From an optimization exercise on the open Yosys and OpenROAD flow, aimed at small area, a short achievable clock period and few clock cycles per item; shortcuts taken in it are not production practice. Function was checked by simulation only, so behaviour that the tests miss may differ from the original.

## RSA
module RSA #(
    parameter WIDTH = 16
)(
    input clk,
    input reset,
    input [WIDTH-1:0] Data,
    input [5:0] Key,
    input [WIDTH-1:0] N,
    output [WIDTH-1:0] Result,
    output Done
);
clock: 145.0 ns
lec_check: 0
abc_area: 1
cap_margin: 20
core_margin: 2
core_utilization: 40
place_density: 0.6
slew_margin: 20
synth_hierarchical: 1
standard.sh (not shown) runs the stock make flow with config.mk's settings and CLKGATE_MAP_FILE= SYNTH_SCRIPT=/design/flow/synth_recipe.tcl, a recipe that flattens the netlist after the stock synthesis.
==> flow/flow/run.sh <==
#!/bin/bash
# The standard layout (standard synthesis, hierarchical as config.mk sets, same
# constraints), with one change: ORFS's repair_timing steps aim for a setup
# slack of 115 ns instead of 0, so that gate sizing and buffering also shorten
# the paths inside the design, which the 145 ns clock alone never asks for.
set -euo pipefail
bash standard.sh SETUP_SLACK_MARGIN=115 finish > flow_make.log 2>&1
The baseline passed the timing, design-rule and antenna checks.
Testbench counts at the start, summed over its fixed seeds: cycles 9,070, ops 1,200.
==> next run, changes <==
==> flow/flow/run.sh (replaced) <==
#!/bin/bash
# The standard layout with two changes; registers and constraints unchanged.
#  - Synthesis (hierarchical, as config.mk sets) extracts full/half adder cells
#    only in the top module RSA.  The small SRT-step and fix-up modules
#    (HSTEP, FIXUP in BRam.v) are left to ABC, which maps their short loop
#    much faster than a chain of adder cells.
#  - ORFS's repair_timing steps aim for a setup slack of 115 ns instead of 0,
#    so that sizing and buffering also work on the paths inside the design.
# ORFS's scripts are copied here so that only that one synthesis line differs.
set -euo pipefail
rm -rf scripts_sel
cp -r "$FLOW_HOME/scripts" scripts_sel
sed -i 's/^  extract_fa {\*}\[dont_use_extract_fa_args\]$/  extract_fa {*}[dont_use_extract_fa_args] RSA/' scripts_sel/synth.tcl
grep -q '^  extract_fa {\*}\[dont_use_extract_fa_args\] RSA$' scripts_sel/synth.tcl
bash standard.sh SCRIPTS_DIR="$PWD/scripts_sel" SETUP_SLACK_MARGIN=115 finish > flow_make.log 2>&1
After rerunning: Via count rises by a little under a tenth. Final cell count rises by roughly a tenth. Worst hold slack degrades by 0.0034 ns. Worst setup slack improves by 6.1 ns. Synthesized cell count rises by about a fifth. Clock-buffer cell count stays the same.
==> next run, changes <==
==> flow/flow/run.sh (replaced) <==
#!/bin/bash
# The standard layout with three changes; registers and constraints unchanged.
#  - Synthesis (hierarchical, as config.mk sets) extracts full/half adder cells
#    only in the top module RSA.  The small SRT-step and fix-up modules
#    (HSTEP, FIXUP in BRam.v) are left to ABC, which maps their short loop
#    much faster than a chain of adder cells.
#  - ABC's area script (flow/abc_area.script) buffers and downsizes but does
#    not upsize; the layout's timing repair sizes up only where needed.
#  - ORFS's repair_timing steps aim for a setup slack of 115 ns instead of 0,
#    so that sizing and buffering also work on the paths inside the design.
# ORFS's scripts are copied here so that only those two synthesis files differ.
set -euo pipefail
rm -rf scripts_sel
cp -r "$FLOW_HOME/scripts" scripts_sel
sed -i 's/^  extract_fa {\*}\[dont_use_extract_fa_args\]$/  extract_fa {*}[dont_use_extract_fa_args] RSA/' scripts_sel/synth.tcl
grep -q '^  extract_fa {\*}\[dont_use_extract_fa_args\] RSA$' scripts_sel/synth.tcl
cp flow/abc_area.script scripts_sel/abc_area.script
bash standard.sh SCRIPTS_DIR="$PWD/scripts_sel" SETUP_SLACK_MARGIN=115 finish > flow_make.log 2>&1
==> flow/flow/abc_area.script (new file) <==
strash
dch
map -B 0.9
topo
stime -c
buffer -c
dnsize -c
Outcome: Worst hold slack hardly moves; setup slack gets better by 0.022 ns; via count goes up by about 1%; wire length fell by about 3.3%.

========
build 82:
Another version of the RTL of RSA (not shown whole).
Size: roughly 3500 cells after synthesis, about 57 I/O pins.
export LEC_CHECK = 0
export ABC_AREA = 1
export CAP_MARGIN = 20
export CORE_MARGIN = 2
export CORE_UTILIZATION = 40
export PLACE_DENSITY = 0.6
export SLEW_MARGIN = 20
export SYNTH_HIERARCHICAL = 1
create_clock -name core_clock -period 145.0 [get_ports {clk}]
==> flow/flow/run.sh <==
#!/bin/bash
# The standard layout (standard synthesis, hierarchical as config.mk sets, same
# constraints), with one change: ORFS's repair_timing steps aim for a setup
# slack of 115 ns instead of 0, so that gate sizing and buffering also shorten
# the paths inside the design, which the 145 ns clock alone never asks for.
set -euo pipefail
bash standard.sh SETUP_SLACK_MARGIN=115 finish > flow_make.log 2>&1
Testbench counts of build 82, summed over its fixed seeds: cycles 9,070, ops 1,200.
Input changes introduced in build 62 (baseline for comparison: build 82):
# build 82
export LEC_CHECK = 0
export ABC_AREA = 1
export CAP_MARGIN = 20
export CORE_MARGIN = 2
export CORE_UTILIZATION = 40
export PLACE_DENSITY = 0.6
export SLEW_MARGIN = 20
export SYNTH_HIERARCHICAL = 1
create_clock -name core_clock -period 145.0 [get_ports {clk}]
# build 62
export LEC_CHECK = 0
export ABC_AREA = 1
export CAP_MARGIN = 20
export CORE_MARGIN = 2
export CORE_UTILIZATION = 60
export PLACE_DENSITY = 0.75
export SLEW_MARGIN = 20
export SYNTH_HIERARCHICAL = 1
create_clock -name core_clock -period 145.0 [get_ports {clk}]
==> flow/flow/run.sh <==
#!/bin/bash
# The standard layout with two changes; registers and constraints unchanged.
#  - Synthesis (hierarchical, as config.mk sets) extracts full/half adder cells
#    only in the top module RSA.  The small SRT-step and fix-up modules
#    (HSTEP, FIXUP in BRam.v) are left to ABC, which maps their short loop
#    much faster than a chain of adder cells.
#  - ORFS's repair_timing steps aim for a setup slack of 115 ns instead of 0,
#    so that sizing and buffering also work on the paths inside the design.
# ORFS's scripts are copied here so that only that one synthesis line differs.
set -euo pipefail
rm -rf scripts_sel
cp -r "$FLOW_HOME/scripts" scripts_sel
sed -i 's/^  extract_fa {\*}\[dont_use_extract_fa_args\]$/  extract_fa {*}[dont_use_extract_fa_args] RSA/' scripts_sel/synth.tcl
grep -q '^  extract_fa {\*}\[dont_use_extract_fa_args\] RSA$' scripts_sel/synth.tcl
bash standard.sh SCRIPTS_DIR="$PWD/scripts_sel" SETUP_SLACK_MARGIN=115 finish > flow_make.log 2>&1
[summary]
Looking at latest clock arrival within the worst-skew pair, build 62 sits above build 82.
Compared to build 82, build 62 reaches a higher achievable clock.
Relative to build 82, the number of multi-input logic gates measured on build 62 has increased by more than 10%.
Re share of post-route cells with drive strength above 1: build 62 and build 82 aren't equal, and the lower value belongs to build 62.
Via count, build 62 vs build 82: up by a few percent
## Diff of input files: build 8 against build 62
# build 62
export LEC_CHECK = 0
export ABC_AREA = 1
export CAP_MARGIN = 20
export CORE_MARGIN = 2
export CORE_UTILIZATION = 60
export PLACE_DENSITY = 0.75
export SLEW_MARGIN = 20
export SYNTH_HIERARCHICAL = 1
create_clock -name core_clock -period 145.0 [get_ports {clk}]
# build 8
export LEC_CHECK = 0
export ABC_AREA = 1
export CAP_MARGIN = 20
export CORE_MARGIN = 2
export CORE_UTILIZATION = 40
export PLACE_DENSITY = 0.6
export SLEW_MARGIN = 20
export SYNTH_HIERARCHICAL = 1
create_clock -name core_clock -period 145.0 [get_ports {clk}]
Notes after the runs:
Taking build 62 as the reference, in build 8 final critical-path share of the clock period essentially unchanged, global-route wire length before repair increased 7700 µm, largest stage delay on the critical path increased 0.02 ns.
Measured against each other, build 8 and build 62 differ in share of layout cells above drive strength 1, the higher figure coming from build 8.
Diff build 8..build 62 | number of H-tree levels | unchanged
Number of instances in the placed design, build 8 and build 62: lower on build 62
On number of global-route vias before repair, build 8 tracks build 62 almost exactly.
As far as highest clock rate is concerned, build 62 and build 8 perform about the same.
Die area | build 8 > build 62

========
middle:
Another version of the RTL of RSA (not shown whole).
Size in the first run: roughly 3900 cells after synthesis.
==> flow/config.mk <==
export PLATFORM = sky130hd
export DESIGN_NAME = RSA
export DESIGN_NICKNAME = RSA
export VERILOG_FILES = /design/flow/design.v
export SDC_FILE = /design/flow/constraint.sdc
export NUM_CORES = 4
export LEC_CHECK = 0
export ABC_AREA = 1
export CAP_MARGIN = 20
export CORE_MARGIN = 2
export CORE_UTILIZATION = 40
export PLACE_DENSITY = 0.6
export SLEW_MARGIN = 20
==> flow/constraint.sdc <==
create_clock -name core_clock -period 145.0 [get_ports {clk}]
set_input_delay 29.0000 -clock core_clock [delete_from_list [all_inputs] [get_ports {clk}]]
set_output_delay 29.0000 -clock core_clock [all_outputs]
set_load 0.01 [all_outputs]
==> flow/flow/run.sh <==
#!/bin/bash
# The standard layout (standard synthesis, same constraints), with one change:
# ORFS's repair_timing steps aim for a setup slack of 113 ns instead of 0, so
# that gate sizing and buffering shorten the internal register-to-register
# paths, which the 145 ns clock alone never asks for.  Logic is unchanged.
set -euo pipefail
bash standard.sh SETUP_SLACK_MARGIN=113 finish > flow_make.log 2>&1
middle ended with every stage complete and zero timing, DRC or antenna violations.
Testbench counts of middle, summed over its fixed seeds: cycles 9,070, ops 1,200.
Edits applied to the flow inputs when going from middle to north:
==> flow/run.sh (new file) <==
#!/bin/bash
# synth_recipe.tcl (not shown) runs the flow's synth.tcl, then flattens the netlist and writes it again
# the make line also repeats each setting of config.mk as NAME=value (left out here)
make -C /OpenROAD-flow-scripts/flow DESIGN_CONFIG=/design/flow/config.mk WORK_HOME=/design/flow/orfs CLKGATE_MAP_FILE= SYNTH_SCRIPT=/design/flow/synth_recipe.tcl finish
removed: flow/flow/run.sh
removed: flow/standard.sh
Notes after the runs:
Changes observed in north relative to middle: worst setup skew after layout ~0 delta, number of fill cells in the layout increased 5.7%, sum of routed wire length over all layers went down 5.2 mm.
On average wire per standard cell, the higher figure sits with middle, not north.
Number of cells in the finished layout apart from fillers ended up 4.3% lower on north than on middle.
Against middle, north comes in 6380 ps lower on setup slack.
Cmp north vs middle: non-clock buffer count lower in north

========
run 1:
RSA, a different RTL version from the one above (not shown whole).
Size in the first run: ~3800 cells after synthesis, roughly 60 flip-flops, about 57 I/O pins, about 26000 um2 of cells after synthesis.
clock: 145.0 ns
lec_check: 0
abc_area: 1
cap_margin: 20
core_margin: 2
core_utilization: 40
place_density: 0.6
slew_margin: 20
synth_hierarchical: 1
==> flow/flow/run.sh <==
#!/bin/bash
# The standard layout with two changes; registers and constraints unchanged.
#  - Synthesis (hierarchical, as config.mk sets) extracts full/half adder cells
#    only in the top module RSA.  The small SRT-step and fix-up modules
#    (HSTEP, FIXUP in BRam.v) are left to ABC, which maps their short loop
#    much faster than a chain of adder cells.
#  - ORFS's repair_timing steps aim for a setup slack of 115.4 ns instead of 0,
#    so that sizing and buffering also work on the paths inside the design.
# ORFS's scripts are copied here so that only that one synthesis line differs.
set -euo pipefail
rm -rf scripts_sel
cp -r "$FLOW_HOME/scripts" scripts_sel
sed -i 's/^  extract_fa {\*}\[dont_use_extract_fa_args\]$/  extract_fa {*}[dont_use_extract_fa_args] RSA/' scripts_sel/synth.tcl
grep -q '^  extract_fa {\*}\[dont_use_extract_fa_args\] RSA$' scripts_sel/synth.tcl
bash standard.sh SCRIPTS_DIR="$PWD/scripts_sel" SETUP_SLACK_MARGIN=115.4 finish > flow_make.log 2>&1
Testbench counts of run 1, summed over its fixed seeds: cycles 9,070, ops 1,200.
Inputs modified between run 1 and run 2:
diff --git a/flow/flow/run.sh b/flow/flow/run.sh
--- a/flow/flow/run.sh
+++ b/flow/flow/run.sh
@@ -7 +7 @@
-#  - ORFS's repair_timing steps aim for a setup slack of 115.4 ns instead of 0,
+#  - ORFS's repair_timing steps aim for a setup slack of 115 ns instead of 0,
@@ -15 +15 @@
-bash standard.sh SCRIPTS_DIR="$PWD/scripts_sel" SETUP_SLACK_MARGIN=115.4 finish > flow_make.log 2>&1
+bash standard.sh SCRIPTS_DIR="$PWD/scripts_sel" SETUP_SLACK_MARGIN=115 finish > flow_make.log 2>&1
Results
The higher post-route cell area came out of run 1.
The average vias per placed instance was comparable across run 2 and run 1.
Run 2: fraction of final layout cells sized beyond drive strength 1 0.86 points below run 1
Going from run 1 to run 2, routed metal-1 wire length up 110 um, fmax shrank by 0.30%, data arrival time of the worst path went up.

========
main:
Another version of the RTL of RSA (not shown whole).
Size in the first run: ~60 flip-flops, about 57 I/O pins.
// RSA
module RSA #(
    parameter WIDTH = 16
)(
    input clk,
    input reset,
    input [WIDTH-1:0] Data,
    input [5:0] Key,
    input [WIDTH-1:0] N,
    output [WIDTH-1:0] Result,
    output Done
);
export LEC_CHECK = 0
export ABC_AREA = 1
export CAP_MARGIN = 20
export CORE_MARGIN = 2
export CORE_UTILIZATION = 40
export PLACE_DENSITY = 0.6
export SLEW_MARGIN = 20
create_clock -name core_clock -period 145.0 [get_ports {clk}]
==> flow/flow/run.sh <==
#!/bin/bash
# The standard layout with two synthesis changes, registers unchanged:
#  - adders are left to ABC instead of being extracted into full/half adder
#    cells first (ADDER_MAP_FILE empty), so ABC sees and maps whole paths;
#  - ABC's area script (flow/abc_area.script) buffers and downsizes but does
#    not upsize.
# ORFS's scripts are copied here so that only that one script differs.
set -euo pipefail
rm -rf scripts_abc
cp -r "$FLOW_HOME/scripts" scripts_abc
cp flow/abc_area.script scripts_abc/abc_area.script
bash standard.sh ADDER_MAP_FILE= SCRIPTS_DIR="$PWD/scripts_abc" finish > flow_make.log 2>&1
==> flow/flow/abc_area.script <==
strash
dch
map -B 0.9
topo
stime -c
buffer -c
dnsize -c
Testbench counts of main, summed over its fixed seeds: cycles 9,070, ops 1,200.
Input-level comparison between the feature branch and main:
==> flow/flow/run.sh <==
#!/bin/bash
# The standard layout, except that synthesis leaves adders to ABC instead of
# extracting full/half adder cells first (ADDER_MAP_FILE empty): ABC then sees
# whole paths and maps them much faster.  Registers are unchanged.
set -euo pipefail
bash standard.sh ADDER_MAP_FILE= finish > flow_make.log 2>&1
removed: flow/flow/abc_area.script
==> summary.txt <==
Count of buffers not belonging to the clock network in the layout came out lower on the feature branch than on main. Looking at classification of the worst setup path, the flop to output pin result is from the feature branch; the flop to flop one comes from main. The feature branch: number of cell instances on the worst register-to-register path is 6 lower than what main reported. Lower core outline area among the feature branch and main: main. The start point of the critical path comes out R[12] in one run and Nr[2] in the other, namely in the feature branch and main respectively.

-- separate check: timing with driven ports --
The results above use ideal ports. As a check the final layouts listed here were re-extracted and re-timed, cells and wires unchanged. Step 1 assumes that a clkbuf_16 drives the clock port and a buf_2 every other input. Step 2 adds t to the input delays and takes it off the output delays; t is the mean of the earliest and latest rising clock arrival at the registers after step 1. Input paths then give back, and output paths get back, about the clock's delay inside the block. Slacks: ideal / step 1 / step 2; pairs: ideal / step 1.
| run | t, ns | slack for setup (ns) | slew at the worst register clock pin (ns) | pins driven straight from the clock port |
|---|---|---|---|---|
| the first run of note 1 | 0.368 | 108.854 / 108.854 / 108.854 | 0.06 / 0.06 | 1 |
| the second run of note 1 | 0.364 | 114.976 / 114.944 / 114.942 | 0.06 / 0.06 | 1 |
| the third run of note 1 | 0.363 | 114.998 / 114.964 / 115.054 | 0.05 / 0.05 | 1 |
| build 82 | 0.362 | 112.152 / 112.152 / 112.152 | 0.06 / 0.06 | 1 |
| build 62 | 0.380 | 115.003 / 114.968 / 115.073 | 0.06 / 0.06 | 1 |
| build 8 | 0.366 | 115.011 / 114.976 / 115.104 | 0.06 / 0.06 | 1 |
| middle | 0.386 | 113.664 / 113.664 / 113.664 | 0.06 / 0.06 | 1 |
| north | 0.391 | 107.285 / 107.285 / 107.285 | 0.06 / 0.06 | 1 |
| run 1 | 0.362 | 115.097 / 115.058 / 115.130 | 0.05 / 0.05 | 1 |
| run 2 | 0.359 | 115.006 / 114.968 / 115.086 | 0.05 / 0.05 | 1 |
| main | 0.360 | 111.229 / 111.229 / 111.229 | 0.05 / 0.05 | 1 |
| the feature branch | 0.361 | 114.669 / 114.633 / 114.994 | 0.05 / 0.05 | 1 |
After both steps setup and hold are still met in every run listed. For the second run of note 1, which loses most, drivers alone change the setup slack by -0.032 ns; drivers and shift together by -0.034 ns.
